Background: an optimization exercise with open tools, aiming at small area. Do not read the settings as production practice.
Where RTL was checked, it was by simulation tests only, not by an equivalence proof against the original.
Power figures rest on the tool's default switching activity, not on a simulated workload.

==> 12-01: inputs <==
// fir
module fir(
	out,
	x,
	clk,
	rest
	);
output [34:0] out;
input         rest;
input  [15:0] x;
input         clk;
reg  [15:0] r0, r1, r2, r3, r4, r5, r6, r7, r8, r9, r10, r11, r12, r13;
reg  [15:0] p;
reg  [2:0]  n;           
reg         z;           
reg  [2:0]  q;           
reg  [24:0] ra;
reg  [6:0] rb;
reg         rc;
wire [25:0] l = {1'b1, ra[24], ra[23], ra[22], ra[21], ra[20], ra[19], ra[18], ra[17], ra[16], ra[15], ra[14], ra[13], ra[12], ra[11], ra[10], ra[9], ra[8], ra[7], ra[6], ra[5], ra[4], ra[3], ra[2], ra[1], ra[0]}
              + {rb[6], rb[5], 1'b0, rb[4], 1'b0, rb[3], rb[2], 1'b0, 1'b0, rb[1], rb[0], 1'b0, 1'b0, 1'b0, 1'b0, 1'b0, 1'b0, 1'b0, 1'b0, 1'b0, 1'b0, 1'b0, 1'b0, 1'b0, 1'b0, 1'b0}
              + {rc, 15'd0};
wire [3:0] hi = {4{l[25]}} - {1'b0, q};
assign out = {hi, {4{l[25]}}, l, 1'b0} & {35{~z}};
wire [15:0] d7  = (rest && n == 3'd7) ? r6 : 16'd0;
wire [15:0] d14 = rest ? r13 : 16'd0;
wire t1_p0 = r8[0] ^ r13[0];
wire t1_g0 = r8[0] & r13[0];
wire t1_p1 = r8[1] ^ r13[1];
wire t1_g1 = r8[1] & r13[1];
wire t1_p2 = r8[2] ^ r13[2];
wire t1_g2 = r8[2] & r13[2];
wire t1_p3 = r8[3] ^ r13[3];
wire t1_g3 = r8[3] & r13[3];
wire t1_p4 = r8[4] ^ r13[4];
wire t1_g4 = r8[4] & r13[4];
wire t1_p5 = r8[5] ^ r13[5];
wire t1_g5 = r8[5] & r13[5];
wire t1_p6 = r8[6] ^ r13[6];
wire t1_g6 = r8[6] & r13[6];
wire t1_p7 = r8[7] ^ r13[7];
wire t1_g7 = r8[7] & r13[7];
wire t1_p8 = r8[8] ^ r13[8];
wire t1_g8 = r8[8] & r13[8];
wire t1_p9 = r8[9] ^ r13[9];
wire t1_g9 = r8[9] & r13[9];
wire t1_p10 = r8[10] ^ r13[10];
wire t1_g10 = r8[10] & r13[10];
wire t1_p11 = r8[11] ^ r13[11];
wire t1_g11 = r8[11] & r13[11];
  ...
clock: 6.0 ns
lec_check: 0
cap_margin: 20
core_margin: 2
core_utilization: 65
cts_buf_list: sky130_fd_sc_hd__clkbuf_8
cts_cluster_diameter: 150
cts_cluster_size: 16
slew_margin: 20
synth_hierarchical: 1
synth_minimum_keep_size: 0
standard.sh (not shown) runs the stock make flow with config.mk's settings and CLKGATE_MAP_FILE= SYNTH_SCRIPT=/design/flow/synth_recipe.tcl, a recipe that flattens the netlist after the stock synthesis.
==> flow/flow/run.sh <==
#!/bin/bash
# Own flow: the standard layout (standard.sh, all steps), except that the
# port buffers that global placement inserts (one per input and output port,
# as in the standard flow) are the library's smallest buffer, buf_1.
set -e
export BUFFER_PORTS_ARGS="-buffer_cell sky130_fd_sc_hd__buf_1"
bash standard.sh > standard.log 2>&1
==> inputs of 10-28, as changes to 12-01 <==
--- a/flow/design.v
+++ b/flow/design.v
@@ -1,7 +1,6 @@
-module fix_mult (s0, s1, s2, s3, z0, z1, z2, z3, a, b, c);
-output c;          
+module fix_mult (s0, s1, s2, s3, z0, z1, z2, z3, a, b);
 input  [15:0] s0, s1, s2, s3;
 input  z0, z1, z2, z3;
 output [25:0] a;
 output [25:0] b;
 wire [15:0] ns0 = ~s0;
@@ -278,10 +277,14 @@
 wire cp0_g12 = w99 & w112;
 wire cp0_p13 = w113 ^ w126;
 wire cp0_g13 = w113 & w126;
 wire cp0_p14 = w127 ^ w140;
 wire cp0_g14 = w127 & w140;
+wire cp0_p15 = w141 ^ w156;
+wire cp0_g15 = w141 & w156;
+wire cp0_p16 = w157 ^ w171;
+wire cp0_g16 = w157 & w171;
 wire cp0_G1 = cp0_g1 | (cp0_p1 & cp0_g0);
 wire cp0_G2 = cp0_g3 | (cp0_p3 & cp0_g2);
 wire cp0_P2 = cp0_p3 & cp0_p2;
 wire cp0_G3 = cp0_g5 | (cp0_p5 & cp0_g4);
 wire cp0_P3 = cp0_p5 & cp0_p4;
@@ -291,39 +294,47 @@
 wire cp0_P5 = cp0_p9 & cp0_p8;
 wire cp0_G6 = cp0_g11 | (cp0_p11 & cp0_g10);
 wire cp0_P6 = cp0_p11 & cp0_p10;
 wire cp0_G7 = cp0_g13 | (cp0_p13 & cp0_g12);
 wire cp0_P7 = cp0_p13 & cp0_p12;
-wire cp0_G8 = cp0_G2 | (cp0_P2 & cp0_G1);
-wire cp0_G9 = cp0_G4 | (cp0_P4 & cp0_G3);
-wire cp0_P9 = cp0_P4 & cp0_P3;
-wire cp0_G10 = cp0_G6 | (cp0_P6 & cp0_G5);
-wire cp0_P10 = cp0_P6 & cp0_P5;
-wire cp0_G11 = cp0_G9 | (cp0_P9 & cp0_G8);
-wire cp0_G12 = cp0_G10 | (cp0_P10 & cp0_G11);
-wire cp0_G13 = cp0_G3 | (cp0_P3 & cp0_G8);
-wire cp0_G14 = cp0_G5 | (cp0_P5 & cp0_G11);
-wire cp0_G15 = cp0_G7 | (cp0_P7 & cp0_G12);
-wire cp0_fs2, cp0_G16;
-fa cp0_f2 (.a(w2), .b(1'b0), .c(cp0_G1), .s(cp0_fs2), .co(cp0_G16));
-wire cp0_fs4, cp0_G17;
-fa cp0_f4 (.a(w10), .b(w15), .c(cp0_G8), .s(cp0_fs4), .co(cp0_G17));
-wire cp0_fs6, cp0_G18;
-fa cp0_f6 (.a(w34), .b(1'b0), .c(cp0_G13), .s(cp0_fs6), .co(cp0_G18));
-wire cp0_fs8, cp0_G19;
-fa cp0_f8 (.a(w56), .b(1'b0), .c(cp0_G11), .s(cp0_fs8), .co(cp0_G19));
-wire cp0_fs10, cp0_G20;
-fa cp0_f10 (.a(w71), .b(w84), .c(cp0_G14), .s(cp0_fs10), .co(cp0_G20));
-wire cp0_fs12, cp0_G21;
-fa cp0_f12 (.a(w99), .b(w112), .c(cp0_G12), .s(cp0_fs12), .co(cp0_G21));
-wire cp0_fs14, cp0_G22;
-fa cp0_f14 (.a(w127), .b(w140), .c(cp0_G15), .s(cp0_fs14), .co(cp0_G22));
-wire [14:0] cp0 = {cp0_fs14, cp0_p13 ^ cp0_G21, cp0_fs12, cp0_p11 ^ cp0_G20, cp0_fs10, cp0_p9 ^ cp0_G19, cp0_fs8, cp0_p7 ^ cp0_G18, cp0_fs6, cp0_p5 ^ cp0_G17, cp0_fs4, cp0_p3 ^ cp0_G16, cp0_fs2, cp0_p1 ^ cp0_g0, cp0_p0};
-wire cp0_co = cp0_G22;
-assign a = {1'b1, w235, w234, w227, w226, w209, w201, w200, w187, w157, w141, cp0[14], cp0[13], cp0[12], cp0[11], cp0[10], cp0[9], cp0[8], cp0[7], cp0[6], cp0[5], cp0[4], cp0[3], cp0[2], cp0[1], cp0[0]};
-assign b = {w237, w236, 1'b0, w230, 1'b0, w217, w208, 1'b0, 1'b0, w171, w156, 1'b0, 1'b0, 1'b0, 1'b0, 1'b0, 1'b0, 1'b0, 1'b0, 1'b0, 1'b0, 1'b0, 1'b0, 1'b0, 1'b0, 1'b0};
-assign c = cp0_co;
+wire cp0_G8 = cp0_g15 | (cp0_p15 & cp0_g14);
+wire cp0_P8 = cp0_p15 & cp0_p14;
+wire cp0_G9 = cp0_G2 | (cp0_P2 & cp0_G1);
+wire cp0_G10 = cp0_G4 | (cp0_P4 & cp0_G3);
+wire cp0_P10 = cp0_P4 & cp0_P3;
+wire cp0_G11 = cp0_G6 | (cp0_P6 & cp0_G5);
+wire cp0_P11 = cp0_P6 & cp0_P5;
+wire cp0_G12 = cp0_G8 | (cp0_P8 & cp0_G7);
+wire cp0_P12 = cp0_P8 & cp0_P7;
+wire cp0_G13 = cp0_G10 | (cp0_P10 & cp0_G9);
+wire cp0_G14 = cp0_G12 | (cp0_P12 & cp0_G11);
+wire cp0_P14 = cp0_P12 & cp0_P11;
+wire cp0_G15 = cp0_G14 | (cp0_P14 & cp0_G13);
+wire cp0_G16 = cp0_G11 | (cp0_P11 & cp0_G13);
+wire cp0_G17 = cp0_G3 | (cp0_P3 & cp0_G9);
+wire cp0_G18 = cp0_G5 | (cp0_P5 & cp0_G13);
+wire cp0_G19 = cp0_G7 | (cp0_P7 & cp0_G16);
+wire cp0_fs2, cp0_G20;
+fa cp0_f2 (.a(w2), .b(1'b0), .c(cp0_G1), .s(cp0_fs2), .co(cp0_G20));
+wire cp0_fs4, cp0_G21;
+fa cp0_f4 (.a(w10), .b(w15), .c(cp0_G9), .s(cp0_fs4), .co(cp0_G21));
+wire cp0_fs6, cp0_G22;
+fa cp0_f6 (.a(w34), .b(1'b0), .c(cp0_G17), .s(cp0_fs6), .co(cp0_G22));
+wire cp0_fs8, cp0_G23;
+fa cp0_f8 (.a(w56), .b(1'b0), .c(cp0_G13), .s(cp0_fs8), .co(cp0_G23));
+wire cp0_fs10, cp0_G24;
+fa cp0_f10 (.a(w71), .b(w84), .c(cp0_G18), .s(cp0_fs10), .co(cp0_G24));
+wire cp0_fs12, cp0_G25;
+fa cp0_f12 (.a(w99), .b(w112), .c(cp0_G16), .s(cp0_fs12), .co(cp0_G25));
+wire cp0_fs14, cp0_G26;
+fa cp0_f14 (.a(w127), .b(w140), .c(cp0_G19), .s(cp0_fs14), .co(cp0_G26));
+wire cp0_fs16, cp0_G27;
+fa cp0_f16 (.a(w157), .b(w171), .c(cp0_G15), .s(cp0_fs16), .co(cp0_G27));
+wire [16:0] cp0 = {cp0_fs16, cp0_p15 ^ cp0_G26, cp0_fs14, cp0_p13 ^ cp0_G25, cp0_fs12, cp0_p11 ^ cp0_G24, cp0_fs10, cp0_p9 ^ cp0_G23, cp0_fs8, cp0_p7 ^ cp0_G22, cp0_fs6, cp0_p5 ^ cp0_G21, cp0_fs4, cp0_p3 ^ cp0_G20, cp0_fs2, cp0_p1 ^ cp0_g0, cp0_p0};
+wire cp0_co = cp0_G27;
+assign a = {1'b1, w235, w234, w227, w226, w209, w201, w200, w187, cp0[16], cp0[15], cp0[14], cp0[13], cp0[12], cp0[11], cp0[10], cp0[9], cp0[8], cp0[7], cp0[6], cp0[5], cp0[4], cp0[3], cp0[2], cp0[1], cp0[0]};
+assign b = {w237, w236, 1'b0, w230, 1'b0, w217, w208, 1'b0, cp0_co, 1'b0, 1'b0, 1'b0, 1'b0, 1'b0, 1'b0, 1'b0, 1'b0, 1'b0, 1'b0, 1'b0, 1'b0, 1'b0, 1'b0, 1'b0, 1'b0, 1'b0};
 endmodule
 module fa (a, b, c, s, co);
 input  a, b, c;
 output s, co;
 assign s  = a ^ b ^ c;
@@ -343,15 +354,13 @@
 reg  [15:0] p;
 reg  [2:0]  n;           
 reg         z;           
 reg  [2:0]  q;           
 reg  [24:0] ra;
-reg  [6:0] rb;
-reg         rc;
+reg  [5:0] rb;
 wire [25:0] l = {1'b1, ra[24], ra[23], ra[22], ra[21], ra[20], ra[19], ra[18], ra[17], ra[16], ra[15], ra[14], ra[13], ra[12], ra[11], ra[10], ra[9], ra[8], ra[7], ra[6], ra[5], ra[4], ra[3], ra[2], ra[1], ra[0]}
-              + {rb[6], rb[5], 1'b0, rb[4], 1'b0, rb[3], rb[2], 1'b0, 1'b0, rb[1], rb[0], 1'b0, 1'b0, 1'b0, 1'b0, 1'b0, 1'b0, 1'b0, 1'b0, 1'b0, 1'b0, 1'b0, 1'b0, 1'b0, 1'b0, 1'b0}
-              + {rc, 15'd0};
+              + {rb[5], rb[4], 1'b0, rb[3], 1'b0, rb[2], rb[1], 1'b0, rb[0], 1'b0, 1'b0, 1'b0, 1'b0, 1'b0, 1'b0, 1'b0, 1'b0, 1'b0, 1'b0, 1'b0, 1'b0, 1'b0, 1'b0, 1'b0, 1'b0, 1'b0};
 wire [3:0] hi = {4{l[25]}} - {1'b0, q};
 assign out = {hi, {4{l[25]}}, l, 1'b0} & {35{~z}};
 wire [15:0] d7  = (rest && n == 3'd7) ? r6 : 16'd0;
 wire [15:0] d14 = rest ? r13 : 16'd0;
 wire t1_p0 = r8[0] ^ r13[0];
@@ -673,12 +682,11 @@
 wire z1 = t1[15] & ~|t1[14:0];
 wire z2 = t2[15] & ~|t2[14:0];
 wire z3 = t3[15] & ~|t3[14:0];
 wire [2:0] qn = z0 + z1 + z2 + z3;
 wire [25:0] an, bn;
-wire cn;
-fix_mult core (.s0(p), .s1(t1), .s2(t2), .s3(t3), .z0(z0), .z1(z1), .z2(z2), .z3(z3), .a(an), .b(bn), .c(cn));
+fix_mult core (.s0(p), .s1(t1), .s2(t2), .s3(t3), .z0(z0), .z1(z1), .z2(z2), .z3(z3), .a(an), .b(bn));
 always @(posedge clk) begin
 	r0  <= x;
 	r1  <= r0;
 	r2  <= r1;
 	r3  <= r2;
@@ -694,12 +702,11 @@
 	r13 <= rest ? ~r12 : 16'd0;
 	p   <= pn;
 	z   <= ~rest;
 	q   <= qn;
 	ra  <= {an[24], an[23], an[22], an[21], an[20], an[19], an[18], an[17], an[16], an[15], an[14], an[13], an[12], an[11], an[10], an[9], an[8], an[7], an[6], an[5], an[4], an[3], an[2], an[1], an[0]};
-	rb  <= {bn[25], bn[24], bn[22], bn[20], bn[19], bn[16], bn[15]};
-	rc  <= cn;
+	rb  <= {bn[25], bn[24], bn[22], bn[20], bn[19], bn[17]};
 	if (!rest)
 		n <= 3'd0;
 	else if (n != 3'd7)
 		n <= n + 3'd1;
 end
==> inputs of 07-07, as changes to 12-01 <==
==> flow/run.sh (new file) <==
#!/bin/bash
# synth_recipe.tcl (not shown) runs the flow's synth.tcl, then flattens the netlist and writes it again
# the make line also repeats each setting of config.mk as NAME=value (left out here)
make -C /OpenROAD-flow-scripts/flow DESIGN_CONFIG=/design/flow/config.mk WORK_HOME=/design/flow/orfs CLKGATE_MAP_FILE= SYNTH_SCRIPT=/design/flow/synth_recipe.tcl finish
removed: flow/flow/run.sh
removed: flow/standard.sh
==> comparison table <==
Met3 routed WL: 10-28 959 um; 07-07 943 um; 12-01 680 um
Y dimension of the die: 10-28 142.6 um; 07-07 143.2 um; 12-01 143.2 um
Hold slack final: 10-28 0.3183 ns; 07-07 0.3161 ns; 12-01 0.3142 ns
Sequential share of power: 10-28 62.0%; 07-07 60.3%; 12-01 61.7%
Final weighted congestion of routability-driven global placement: 10-28 0.9416; 07-07 0.9162; 12-01 0.9462
WP buf/inv: 10-28 3; 07-07 1; 12-01 2
Met1 usage: 10-28 31.77%; 07-07 31.16%; 12-01 31.48%
Fmax: 10-28 0.1731 GHz; 07-07 0.1799 GHz; 12-01 0.1799 GHz
Post-detailed-placement half-perimeter wirelength: 10-28 17560 um; 07-07 17740 um; 12-01 17590 um
Final standard cell utilization of the core: 10-28 70.15%; 07-07 71.58%; 12-01 70.05%
Total detailed-routing wirelength: 10-28 22110 um; 07-07 22220 um; 12-01 21990 um
Repair and plain buffers: 10-28 67; 07-07 61; 12-01 63
Number of cells on the critical path: 10-28 19; 07-07 15; 12-01 16
Net load switching power: 10-28 0.7416 mW; 07-07 0.7566 mW; 12-01 0.7571 mW
Status: 10-28 timing/DRC/antenna clean; 07-07 timing/DRC/antenna clean; 12-01 timing/DRC/antenna clean
Multi-input gate area in the final layout: 10-28 6270 um^2; 07-07 6310 um^2; 12-01 6310 um^2
Horizontal die dimension: 10-28 142.6 um; 07-07 143.2 um; 12-01 143.2 um
Only the layout flow was run in 10-28; the RTL was not checked for function there.

[re-timing with driven ports]
No port has a modelled driver above. Below, the same layouts with a new extraction and two added sets of constraints.
Step 1 assumes that a clkbuf_16 drives the clock port and a buf_2 every other input.
Step 2, shift: input delay + t, output delay - t, t = (earliest + latest rising clock arrival at the registers) / 2. This alone moves slack from input paths to output paths.
Slacks: ideal ports / drivers / drivers and shift; pairs: ideal ports / drivers.
run	shift t [ns]	slack for setup (ns)	clock arrival spread, ns	worst register clock-pin slew, ns	pins driven straight from the clock port
12-01	0.580	0.440 / 0.440 / 0.440	0.035 / 0.035	0.10 / 0.10	1
10-28	0.555	0.222 / 0.222 / 0.222	0.025 / 0.026	0.10 / 0.10	1
07-07	0.562	0.441 / 0.441 / 0.441	0.034 / 0.033	0.10 / 0.10	1
After both steps setup and hold are still met in every run listed.
